Source: an optimization exercise on an open RTL-to-GDS flow (aim: small area, a short achievable clock period and few clock cycles). Production flows keep margins and buffers that such runs may drop. In this exercise RTL edits were held to simulation tests only and were not proved equivalent to the original. Power is estimated from default activity; no workload was simulated.

## flow/run.sh

```bash
#!/bin/bash
# synth_recipe.tcl (not shown) runs the flow's synth.tcl, then flattens the netlist and writes it again
# the make line also repeats each setting of config.mk as NAME=value (left out here)
make -C /OpenROAD-flow-scripts/flow DESIGN_CONFIG=/design/flow/config.mk WORK_HOME=/design/flow/orfs CLKGATE_MAP_FILE= SYNTH_SCRIPT=/design/flow/synth_recipe.tcl finish
```

## flow/config.mk

```make
export PLATFORM = sky130hd
export DESIGN_NAME = cache
export DESIGN_NICKNAME = cache
export VERILOG_FILES = /design/flow/design.v
export SDC_FILE = /design/flow/constraint.sdc
export NUM_CORES = 4
export LEC_CHECK = 0
export CAP_MARGIN = 20
export CORE_MARGIN = 2
export CORE_UTILIZATION = 30
export SETUP_SLACK_MARGIN = 0.2
export SLEW_MARGIN = 20
```

## flow/design.v

```verilog
`timescale 1ns / 1ps
module cache_data_ram(
    input          clka,
    input          ena,
    input  [31:0]  wea,
    input  [2:0]   addra,
    input  [255:0] dina,
    output reg [255:0] douta
    );
    reg [255:0] mem [0:7];
    wire [255:0] bmask;
    genvar b;
    generate
        for (b = 0; b < 32; b = b + 1) begin : mask
            assign bmask[b*8 +: 8] = {8{wea[b]}};
        end
    endgenerate
    always @(posedge clka) begin
        if (ena) begin
            if (|wea) mem[addra] <= (mem[addra] & ~bmask) | (dina & bmask);
            douta <= mem[addra];
        end
    end
endmodule
`timescale 1ns / 1ps
module cache_data(
    input          clk,
    input          en,
    input  [31:0]  wen,    
    input  [2:0]   index,
    input  [4:0]   offset,
    input  [255:0] data_wdata,
    output [31:0]  data_rdata
    );
    reg [4:0] last_offset;
    always @(posedge clk) begin
        last_offset <= offset;
    end
    wire [255:0] bank_douta;
    cache_data_ram BANK_0_7(
        .clka(clk),
        .ena(en),
        .wea(wen),
        .addra(index),
        .dina(data_wdata),
        .douta(bank_douta)
    );
    wire [31:0]  buf_rdata[7:0];
    assign {buf_rdata[0],buf_rdata[1],buf_rdata[2],buf_rdata[3],buf_rdata[4],buf_rdata[5],buf_rdata[6],buf_rdata[7]} = bank_douta;
    assign data_rdata = buf_rdata[last_offset[4:2]];
endmodule
`timescale 1ns / 1ps
module cache_tagv(
    input         clk,
    input         en,
    input         wen,
    input [2:0]   index,
    input [23:0]  tag_wdata,
    input         valid_wdata,
    output [23:0] tag_rdata,
    output        hit,
    output        valid
    );
    reg [24:0] tagv_ram[7:0];
    always @(posedge clk) begin
        if (wen) begin
            tagv_ram[index] <= {tag_wdata,valid_wdata};
        end
        else begin
        end
    end
    reg [24:0] tagv_dout;
    always @(posedge clk) begin
        tagv_dout <= tagv_ram[index];
    end
    reg [23:0] last_tag;
    always @(posedge clk) begin
        last_tag <= tag_wdata;
    end
    assign tag_rdata = tagv_dout[24:1];
    assign valid     = tagv_dout[0];
    assign hit       = (last_tag == tag_rdata) && valid;
endmodule
`timescale 1ns / 1ps
module cache(
    input         clk	,
    input         resetn,
    input         cpu_req	   ,
    input  [31:0] cpu_addr     ,
    output [31:0] cache_rdata  ,
    output        cache_addr_ok,
    output        cache_data_ok,
    output [3 :0] arid   ,
    output [31:0] araddr ,
    output        arvalid,
    input         arready,
    input  [3 :0] rid    ,
    input  [31:0] rdata  ,
    input         rlast  ,
    input         rvalid ,
    output        rready
);
    parameter IDLE    = 4'b0000;
    parameter RUN     = 4'b0001;
    parameter SEL_WAY = 4'b0010;
    parameter MISS    = 4'b0011;
    parameter REFILL  = 4'b0100;
    parameter FINISH  = 4'b0101;
    parameter RESETN  = 4'b1111;
    reg [3:0] state;
    reg [2:0] resetn_counter;
    reg          last_req;
    reg [23 :0]  last_tag;
    reg [2  :0]  last_index;
    reg [4  :0]  last_offset;
    wire [1  :0] hit_array;
    wire         hit;
    wire [31 :0] data_rdata[1:0];
    always @(posedge clk) begin
        if (!resetn) begin
            state <= RESETN;
        end
        else begin
            case (state)
                IDLE:   state <= RUN;
                RUN:    state <= (last_req && !hit) ? SEL_WAY : RUN;
                SEL_WAY:state <= MISS;
                MISS:   state <= arready ? REFILL : MISS;
                REFILL: state <= (rlast && rvalid && (rid == 4'd3)) ? FINISH : REFILL;
                FINISH: state <= IDLE;
                RESETN: state <= (resetn_counter == 3'd7) ? IDLE : RESETN;
                default:state <= IDLE;
            endcase
        end
    end
    reg [7:0] lru;
    reg [1:0] way_sel;
    always @(posedge clk) begin
        if (!resetn) begin
            way_sel <= 2'b0;
        end
        else if (state == SEL_WAY) begin
            case (lru[last_index])
                1'b0: way_sel <= 2'b01;
                1'b1: way_sel <= 2'b10;
            endcase
        end
        else begin
        end
    end
    always @(posedge clk) begin
        if (!resetn) begin
            lru <= 8'b0;
        end
        else if (state == MISS) begin
            case (way_sel)
                2'b01: lru[last_index] <= 1;
                2'b10: lru[last_index] <= 0;
                default:;
            endcase
        end
        else begin
        end
    end
    always @(posedge clk) begin
        if (!resetn) begin
            resetn_counter <= 3'b0;
        end
        else begin
            resetn_counter <= resetn_counter + 3'b1;
        end
    end
    reg  [2  :0] refill_counter;
    always @(posedge clk) begin
        if (!resetn) begin
            refill_counter <= 3'b0;
        end
        else if (state == MISS) begin
            refill_counter <= last_offset[4:2];
        end
        else if (rvalid && (rid == 4'd3)) begin
            refill_counter <= refill_counter + 3'b1;
        end
        else begin
        end
    end
    parameter PIPELINE_RUN  = 1'b1;
    parameter PIPELINE_IDLE = 1'b0;
    reg pipeline_state;
    always @(posedge clk) begin
        if (!resetn) begin
            pipeline_state <= PIPELINE_IDLE;
        end
        else if (cache_addr_ok && !cache_data_ok) begin
            pipeline_state <= PIPELINE_RUN;
        end
        else if (!cache_addr_ok && cache_data_ok) begin
            pipeline_state <= PIPELINE_IDLE;
        end
        else begin
        end
    end
    wire [23:0] tag    = cpu_addr[31:8];
    wire [2 :0] index  = cpu_addr[7:5 ];
    wire [4 :0] offset = cpu_addr[4 :0 ];
    assign cache_addr_ok = cpu_req && (state == RUN) && ((pipeline_state == RUN)?cache_data_ok:1'b1);
    always @(posedge clk) begin
        if (!resetn) begin
            last_req <= 1'b0;
        end
        else if (cache_addr_ok) begin
            last_req    <= cpu_req;
            last_tag    <= tag;
            last_index  <= index;
            last_offset <= offset;
        end
        else if (cache_data_ok) begin
            last_req <= 1'b0;
        end
        else begin
        end
    end
    assign       hit = !(!hit_array) && (state == RUN);
    wire         hit_way = hit_array[1];
    assign cache_rdata = data_rdata[hit_way];
    assign cache_data_ok = last_req && hit;
    wire [1  :0] tagv_wen;
    wire [2  :0] tagv_index_in;
    wire [23 :0] tag_wdata;
    wire         valid_wdata;
    assign tagv_wen      = (state == RESETN)?2'b11  :
                           (state == MISS  )?way_sel:2'b00;
    assign tagv_index_in = (state == RESETN)?resetn_counter:
                           (state == RUN   )?index:last_index;
    assign tag_wdata     = (state == RUN   )?tag:last_tag;
    assign valid_wdata   = (state == RESETN)?1'b0:1'b1;
    wire [31 :0] data_wen[1:0];
    wire [2  :0] data_index_in;
    wire [4  :0] data_offset_in;
    wire [255:0] data_wdata;
    wire [4:0] refill_wen = refill_counter << 2;
    assign data_wen[0]    = (way_sel[0] && rvalid && (rid == 4'd3))?(32'hf000_0000 >> refill_wen):32'h0;
    assign data_wen[1]    = (way_sel[1] && rvalid && (rid == 4'd3))?(32'hf000_0000 >> refill_wen):32'h0;
    assign data_index_in  = (state == RUN)?index:last_index;
    assign data_offset_in = (state == RUN)?offset:last_offset;
    assign data_wdata     = {8{rdata}};
    generate
        genvar i;
        for (i = 0 ; i < 2 ; i = i + 1) begin : way
            cache_tagv Cache_TagV (
                .clk(clk),
                .en(1'b1),
                .wen(tagv_wen[i]),
                .index(tagv_index_in),
                .tag_wdata(tag_wdata),
                .valid_wdata(valid_wdata),
                .tag_rdata(),
                .hit(hit_array[i]),
                .valid()
            );
            cache_data Cache_Data (
                .clk(clk),
                .en(1'b1),
                .wen(data_wen[i]),
                .index(data_index_in),
                .offset(data_offset_in),
                .data_wdata(data_wdata),
                .data_rdata(data_rdata[i])
            );
        end
    endgenerate
    assign arid    = (state == MISS) ? 4'd3 : 4'd0;
    assign araddr  = {last_tag,last_index,last_offset[4:2],2'b00};
    assign arvalid = (state == MISS);
    assign rready  = (state == REFILL);
endmodule
```

## flow/constraint.sdc

```tcl
create_clock -name core_clock -period 6.0 [get_ports {clk}]
set_input_delay 1.2000 -clock core_clock [delete_from_list [all_inputs] [get_ports {clk}]]
set_output_delay 1.2000 -clock core_clock [all_outputs]
set_load 0.01 [all_outputs]
```

==> summary.txt <==
clk root buf clkbuf_16; Power Total 0.0743 W; hpwl dp 315,000 um; dominant cell by count in the synthesized netlist edfxtp_1; max-slew violation total from the final report 0; standard cell core area 645,000 sq um; Worst Skew 0.130 ns; top flip-flop cell by instance count after synthesis edfxtp_1; area of the die 653,000 sq um; slew of the pin with the lowest slew margin 1.20 ns; number of cell rows 295; Worst Setup End Kind output pin; most used standard cells in the synthesized netlist 4,526 x edfxtp_1, 2,613 x nand2_1, 1,269 x a21oi_1; largest net degree at the start of global routing 110; maximum clock rate 173 MHz; Layout Area Growth over Synthesis 16.6%; slack of the worst reg-to-reg path 1.58 ns; Final Setup Violations 0; part of the cycle the worst path needs 0.963; via count of the first global-routing pass 111,718; worst skew pair latency 1.11 ns; endpoint arrival time on the critical path 4.58 ns; ratio of routed vias to standard cells 5.20; final-report hold violation count 0; sort of element at the start of the critical path register; detailed-route wire length per cell 26.3 um; count of unresolved DRC violations after routing 0; sequential element share of the synthesized area 0.764; critical-path cell with the highest stage delay clkdlybuf4s50_1; length of the first detailed-routing pass in iterations 6; cells along the critical path inv_4 -> buf_4 -> o21ai_0 -> a221o_1 -> o21ai_0 -> o21ai_1 -> clkdlybuf4s50_1; cell area power density 328 nW/um^2; number of H-tree branching levels 5; ranking of synthesized cells by area edfxtp_1 70%, dfxtp_1 6.3%, nand2_1 5.1%; aggregate global routing overflow 0; share of synthesized registers carrying an async set or reset 0; worst setup path category register to output pin; Synth Instances 12,885; Placement Cell Area 209,000 sq um; synthesized area divided by synthesized cell count 15.1 sq um; CTS tree done; cell family with most CP delay buffers and inverters; required time reported for the critical path endpoint 4.80 ns; PortBufs 139; y dimension of the die 808 um; final cell area excluding filler cells 226,000 sq um; maximum single-stage delay on the critical path 0.72 ns; critical path's most frequent cell o21ai_0; total detailed-routing wirelength 586,000 um; worst hold start way[0].Cache_Data.BANK_0_7.mem[5][235]; clock-pin transition on the worst setup and hold timing paths 0.06 ns; HP Class register to register; WHS Path Cells 2; overall die width 808 um; antenna-violating nets left 0; CTS buffer count 484; status no timing/DRC/antenna violations; FILL cells 61,033; I/O pin count 146; cell type contributing the most total cell area after synthesis edfxtp_1; post-synthesis instance area 194,000 sq um; leakage 76.4 nW; detailed-route via count 115,926; Reg2Reg Launch Point state[0]; max-capacitance violation count 0; fraction of final layout cells sized beyond drive strength 1 0.144; r2r endpoint way[0].Cache_TagV.tagv_ram[0][14]; Crit Path Max Fanout 20; initial antenna violation count 46; Longest Clk Path Bufs 4; post-synthesis register bit count 5,137; Peak VDD IR 0.000300 V; count of cells along the worst register-to-register path 7; Clock Sink Count 5,137; count of cell instances traversed by the critical path 7; count of warnings emitted by yosys 4; fraction of post-synthesis cell area in the top cell type by area 0.701; # nets final 13,274; RSZ-0062 raised after global routing false; initial core utilization 0.301; wire length of the first global-routing pass 830,000 um; Buf/Inv on CP 3; clock period minus final worst setup slack 5.78 ns; GRT Overall Usage 0.172; EDFF count, synth 4,526; violation count after the first detailed-route iteration 13,826; Max-Slew Margin vs Limit 0.196; number of distinct library cells after synthesis 65; Endpoint, Worst Hold way[0].Cache_Data.BANK_0_7.douta[235]; final weighted congestion in routability-driven placement 0.802
## kinds of logic (layout without fill, tap and decap cells)
group,Yosys count,in the layout,share of synthesized area
xor gates and xnor gates,50,50,0.00226
other,1,55,0.0000193
muxes,1171,1171,0.0665
buffers and inverters,848,1578,0.0180
DFF,5137,5137,0.764
and+or+nand+nor,3317,3318,0.0728
AOI/OAI and AO/OA,2347,2347,0.0756
adders and majority gates,14,14,0.000903
## tightest hold or removal path: stages (launching register included)
cell and delay, ns:
edfxtp_1 0.32, a22oi_1 0.06, nand3_1 0.10
## placed cells by master (no fill, tap or decap), drive strengths merged, types with 233 or more instances in the layout
cell type / count
or4: 302
nand3: 233
buf: 488
mux2i: 547
edfxtp: 4526
dfxtp: 611
clkbuf: 707
mux2: 589
a22oi: 427
nand2: 2613
a21oi: 1269
## through the flow
| stage | instances | util | hold slack (ns) | setup WS (ns) | TNS [ns] |
|---|---|---|---|---|---|
| detailed placement | 21300 | 0.325 | 0.458 | 1.01 | 0 |
| floorplan | 12888 | - | 0.428 | -2.58 | -7606.25 |
| global route | 22267 | 0.351 | 0.488 | 0.203 | 0 |
| CTS | 22232 | 0.351 | 0.469 | 0.0892 | 0 |
| finish | 22283 | 0.351 | 0.468 | 0.220 | 0 |
| global placement | 21300 | 0.325 | 0.442 | 0.982 | 0 |
## layout make-up
type / count / area, sq um / share of cell area
Antenna cell: 51 / 128 / 0.000564
Clock buffer: 707 / 13900 / 0.0615
Clock inverter: 212 / 2510 / 0.0111
Inverter: 39 / 151 / 0.000669
Multi-Input combinational cell: 6904 / 43200 / 0.191
Sequential cell: 5137 / 148000 / 0.655
Tap cell: 8613 / 10800 / 0.0476
Timing Repair Buffer: 620 / 7370 / 0.0326
## layer usage
layer / GRT usage / vias up / part of all wire
li1: - / 49460 / -
met1: 0.236 / 60318 / 0.41
met2: 0.281 / 5308 / 0.47
met3: 0.0291 / 836 / 0.088
met4: 0.0478 / 4 / 0.029
met5: 0 / - / 0.000046
## report_power, final
part / internal [W] / switching [W]
clock: 0.0180 / 0.0136
sequential: 0.0392 / 0.000181
combinational: 0.00105 / 0.00231
total: 0.0582 / 0.0161
## worst max-delay path by stage
stage,end,startpoint,slack (ns)
after global routing,cache_rdata[3],way[0].Cache_Data.last_offset[2],0.20
final,cache_rdata[8],way[0].Cache_Data.last_offset[2],0.22
after detailed placement,way[0].Cache_TagV.tagv_ram[0][11],cpu_addr[5],1.01
after CTS,cache_rdata[14],way[0].Cache_Data.last_offset[2],0.09
after floorplan,way[0].Cache_Data.BANK_0_7.mem[5][0],cpu_addr[6],-2.58
after global placement,cache_rdata[22],way[0].Cache_Data.last_offset[2],0.98
## state kept, by name, summed over array words and instances (netlist names), 4 cells and up, named ones only
name	flops
way.Cache_Data.BANK_0_7.mem	4096
state	4
way.Cache_TagV.tagv_dout	50
last_tag	24
way.Cache_Data.BANK_0_7.douta	512
way.Cache_TagV.last_tag	24
way.Cache_TagV.tagv_ram	400
## repair_timing
action	CTS	global route
hold buffers	0	0
gates cloned	1	0
setup buffers	12	0
resized for setup	15	7
pin swaps	5	0
setup endpoints to repair	22	10
Testbench counts, summed over its fixed seeds: cycles 84,319.

[separate check: timing with driven ports]
In the flow no input, the clock included, has a driving cell. The finished layout below was timed again as built, in two steps.
Step 1 sets driving cells, clkbuf_16 on the clock port and buf_2 on the other inputs (assumed; they add their load-dependent delay and slew).
Step 2 times the ports against the registers' clock, not the clock port: input delays grow and output delays shrink by t, the midpoint of the rising clock arrivals with the driver on.
Slacks: ideal ports / drivers / drivers and shift; pairs: ideal ports / drivers.
t, ns: 1.161
slack for setup (ns): 0.220 / 0.081 / 0.845
latest minus earliest clock arrival (ns): 0.183 / 0.182
worst slew at a driven data input, ns: 0.54
After both steps this run still meets setup and hold. The setup slack of this run moves by -0.139 ns with the drivers and by +0.625 ns with both steps.
